Background: an optimization exercise with open tools, aiming at small area and a short achievable clock period. Do not read the settings as production practice.
Only simulation tests tie the RTL to the original design; equivalence was not proved.

## convolution
module convolution (
    input clk,
    input rst,
    input signed [15:0] x_in,
    output signed [31:0] y_out,
    output signed [31:0] y_out_t
);
For scale: ~2600 cells after synthesis, roughly 850 flip-flops, about 82 I/O pins.
Settings: LEC_CHECK=0, CAP_MARGIN=5, CORE_MARGIN=2, CORE_UTILIZATION=40, CTS_CLUSTER_DIAMETER=80, CTS_CLUSTER_SIZE=28, SLEW_MARGIN=5, SYNTH_HIERARCHICAL=1; clock period 15.0 ns.
standard.sh (not shown) runs the stock make flow with config.mk's settings and CLKGATE_MAP_FILE= SYNTH_SCRIPT=/design/flow/synth_recipe.tcl, a recipe that flattens the netlist after the stock synthesis.
==> flow/flow/run.sh <==
#!/bin/bash
# Standard ORFS layout, with repair_timing asked to keep a larger setup margin
# than the clock period needs, so that it works on the paths that set the
# achieved period.  Constraints (constraint.sdc) are unchanged.
set -euo pipefail
export SETUP_SLACK_MARGIN=10.9
bash standard.sh finish > standard_finish.log 2>&1
Next try:
--- a/flow/flow/run.sh
+++ b/flow/flow/run.sh
@@ -5,3 +5,3 @@
 set -euo pipefail
-export SETUP_SLACK_MARGIN=10.9
+export SETUP_SLACK_MARGIN=10.8
 bash standard.sh finish > standard_finish.log 2>&1
- ABC_CLOCK_PERIOD_IN_PS: unset -> 3000
- CAP_MARGIN: 5 -> 20
- SLEW_MARGIN: 5 -> 20
Final area falls by 1.7%; via count falls by 0.78%; worst setup slack is better by 0.032 ns; critical path depth does not change; sequential cell count stays the same; utilization falls by 0.79 points; clock-buffer cell count falls by 6.
Next try:
- ABC_CLOCK_PERIOD_IN_PS: 3000 -> unset
- CTS_CLUSTER_DIAMETER: 80 -> 60
- CTS_CLUSTER_SIZE: 28 -> 20
First-iteration DRC count shrinks by a few percent.
Routed wire length is higher slightly.
Cell area rose slightly.
Synthesized area stays the same.
Core utilization came out higher by 0.33 points.
Final cell count came out higher slightly.
Setup slack improved by 0.0068 ns.
Sequential cell count stays the same.


run 1:
convolution, a different RTL version from the one above (not shown whole).
For scale: about 2600 cells after synthesis, about 880 flip-flops.
clock: 15.0 ns
lec_check: 0
cap_margin: 20
core_margin: 2
core_utilization: 40
cts_cluster_diameter: 100
cts_cluster_size: 30
slew_margin: 20
synth_hierarchical: 1
==> flow/flow/run.sh <==
#!/bin/bash
# Standard ORFS layout, with repair_timing asked to keep a larger setup margin
# than the clock period needs, so that it works on the paths that set the
# achieved period.  Constraints (constraint.sdc) are unchanged.
set -euo pipefail
export SETUP_SLACK_MARGIN=11.0
bash standard.sh finish > standard_finish.log 2>&1
Run 1 went all the way through synthesis, placement and routing and the layout is clean on timing, DRC and antenna.
> inputs changed (run 1 -> run 2)
-- flow/flow/run.sh --
<<< run 1, line 5
set -euo pipefail
export SETUP_SLACK_MARGIN=11.0
bash standard.sh finish > standard_finish.log 2>&1
>>> run 2, line 5
set -euo pipefail
export SETUP_SLACK_MARGIN=10.8
bash standard.sh finish > standard_finish.log 2>&1
-- flow/config.mk --
<<< run 1, line 10
export CORE_UTILIZATION = 40
export CTS_CLUSTER_DIAMETER = 100
export CTS_CLUSTER_SIZE = 30
export SLEW_MARGIN = 20
>>> run 2, line 10
export CORE_UTILIZATION = 40
export CTS_CLUSTER_DIAMETER = 80
export CTS_CLUSTER_SIZE = 28
export SLEW_MARGIN = 20
### Flow results
- | effective utilization at floorplan | run 2 vs run 1 | ≈ equal |
- On run 2: setup slack is 0.0079 ns lower than what run 1 gave.
- The final reports for run 2 and run 1 show routed wire length on met2 lower in the former.
- Compared with run 1, run 2 shows a lower register-to-register slack.
- | final critical-path share of the clock period | run 1 vs run 2 | ≈ equal |
What run 3 does differently from run 2 at the input level:
-- flow/config.mk --
<<< run 2, line 9
export CORE_MARGIN = 2
export CORE_UTILIZATION = 40
export CTS_CLUSTER_DIAMETER = 80
export CTS_CLUSTER_SIZE = 28
export SLEW_MARGIN = 20
>>> run 3, line 9
export CORE_MARGIN = 2
export CORE_UTILIZATION = 55
export CTS_CLUSTER_DIAMETER = 60
export CTS_CLUSTER_SIZE = 30
export SLEW_MARGIN = 20
Findings:
Run 3 | status: complete | timing, DRC, antenna: pass
Both conditions hold for run 2: the flow ran to the end and the final layout passed the timing, DRC and antenna checks.
Via count of the first global-routing pass, run 3 and run 2: higher on run 3
Delta(number of cells upsized or downsized after cts, run 3 - run 2) < 0
As far as number of multi-input combinational cells goes, run 3 and run 2 are indistinguishable; the numbers are identical.
Run 3 vs. run 2: part of the cycle the worst path needs was more or less identical; clock period minus worst slack went down by 0.014 ns.
Compared with run 2, run 3 shows a lower antenna diode instance count.
Input-level comparison between run 4 and run 3:
-- flow/flow/run.sh --
<<< run 3, line 5
set -euo pipefail
export SETUP_SLACK_MARGIN=10.8
bash standard.sh finish > standard_finish.log 2>&1
>>> run 4, line 5
set -euo pipefail
export SETUP_SLACK_MARGIN=11.0
bash standard.sh finish > standard_finish.log 2>&1
-- flow/config.mk --
<<< run 3, line 9
export CORE_MARGIN = 2
export CORE_UTILIZATION = 55
export CTS_CLUSTER_DIAMETER = 60
export CTS_CLUSTER_SIZE = 30
export SLEW_MARGIN = 20
>>> run 4, line 9
export CORE_MARGIN = 2
export CORE_UTILIZATION = 60
export CTS_CLUSTER_DIAMETER = 80
export CTS_CLUSTER_SIZE = 24
export SLEW_MARGIN = 20
Findings:
Per the comparison of run 4 with run 3, post-detailed-placement half-perimeter wirelength -1900 um; wire length -1.7%; fraction of the cycle the final worst path needs ~0 delta; minimum clock period after layout +0.020 ns; count of nets after finishing +38.
Looking at fraction of final layout cells sized beyond drive strength 1, run 4 sits above run 3.
Diff run 4..run 3 | final non-filler cell area | negligible

[afterwards: timing with drivers on the ports]
The flow's constraints put no driver on any port. The routed layouts listed below were extracted and timed again, unchanged, in two steps.
Step 1 sets driving cells, clkbuf_16 on the clock port and buf_2 on the other inputs (assumed; they add their load-dependent delay and slew).
Step 2 moves the port delays by t, midway between the first and last clock arrival at a register: inputs arrive t later, outputs are due t later. That takes back most of the time a late clock gives input paths.
Three values: ideal ports, drivers, drivers and shift; two values: the first two.
run	t (ns)	setup slack, ns	worst register clock-pin slew, ns
the first run of note 1	0.687	10.679 / 10.612 / 10.300	0.11 / 0.11
the second run of note 1	0.692	10.711 / 10.644 / 10.373	0.11 / 0.11
the third run of note 1	0.721	10.718 / 10.653 / 10.227	0.09 / 0.09
run 1	0.681	10.676 / 10.610 / 10.436	0.12 / 0.12
run 2	0.682	10.668 / 10.603 / 10.244	0.11 / 0.11
run 3	0.686	10.682 / 10.621 / 10.310	0.09 / 0.09
run 4	0.690	10.662 / 10.594 / 10.381	0.10 / 0.10
After both steps every run listed still meets setup and hold. The setup slack of the third run of note 1, which loses most, moves by -0.065 ns with the drivers and by -0.491 ns with both steps. Setup slack includes reset recovery checks.
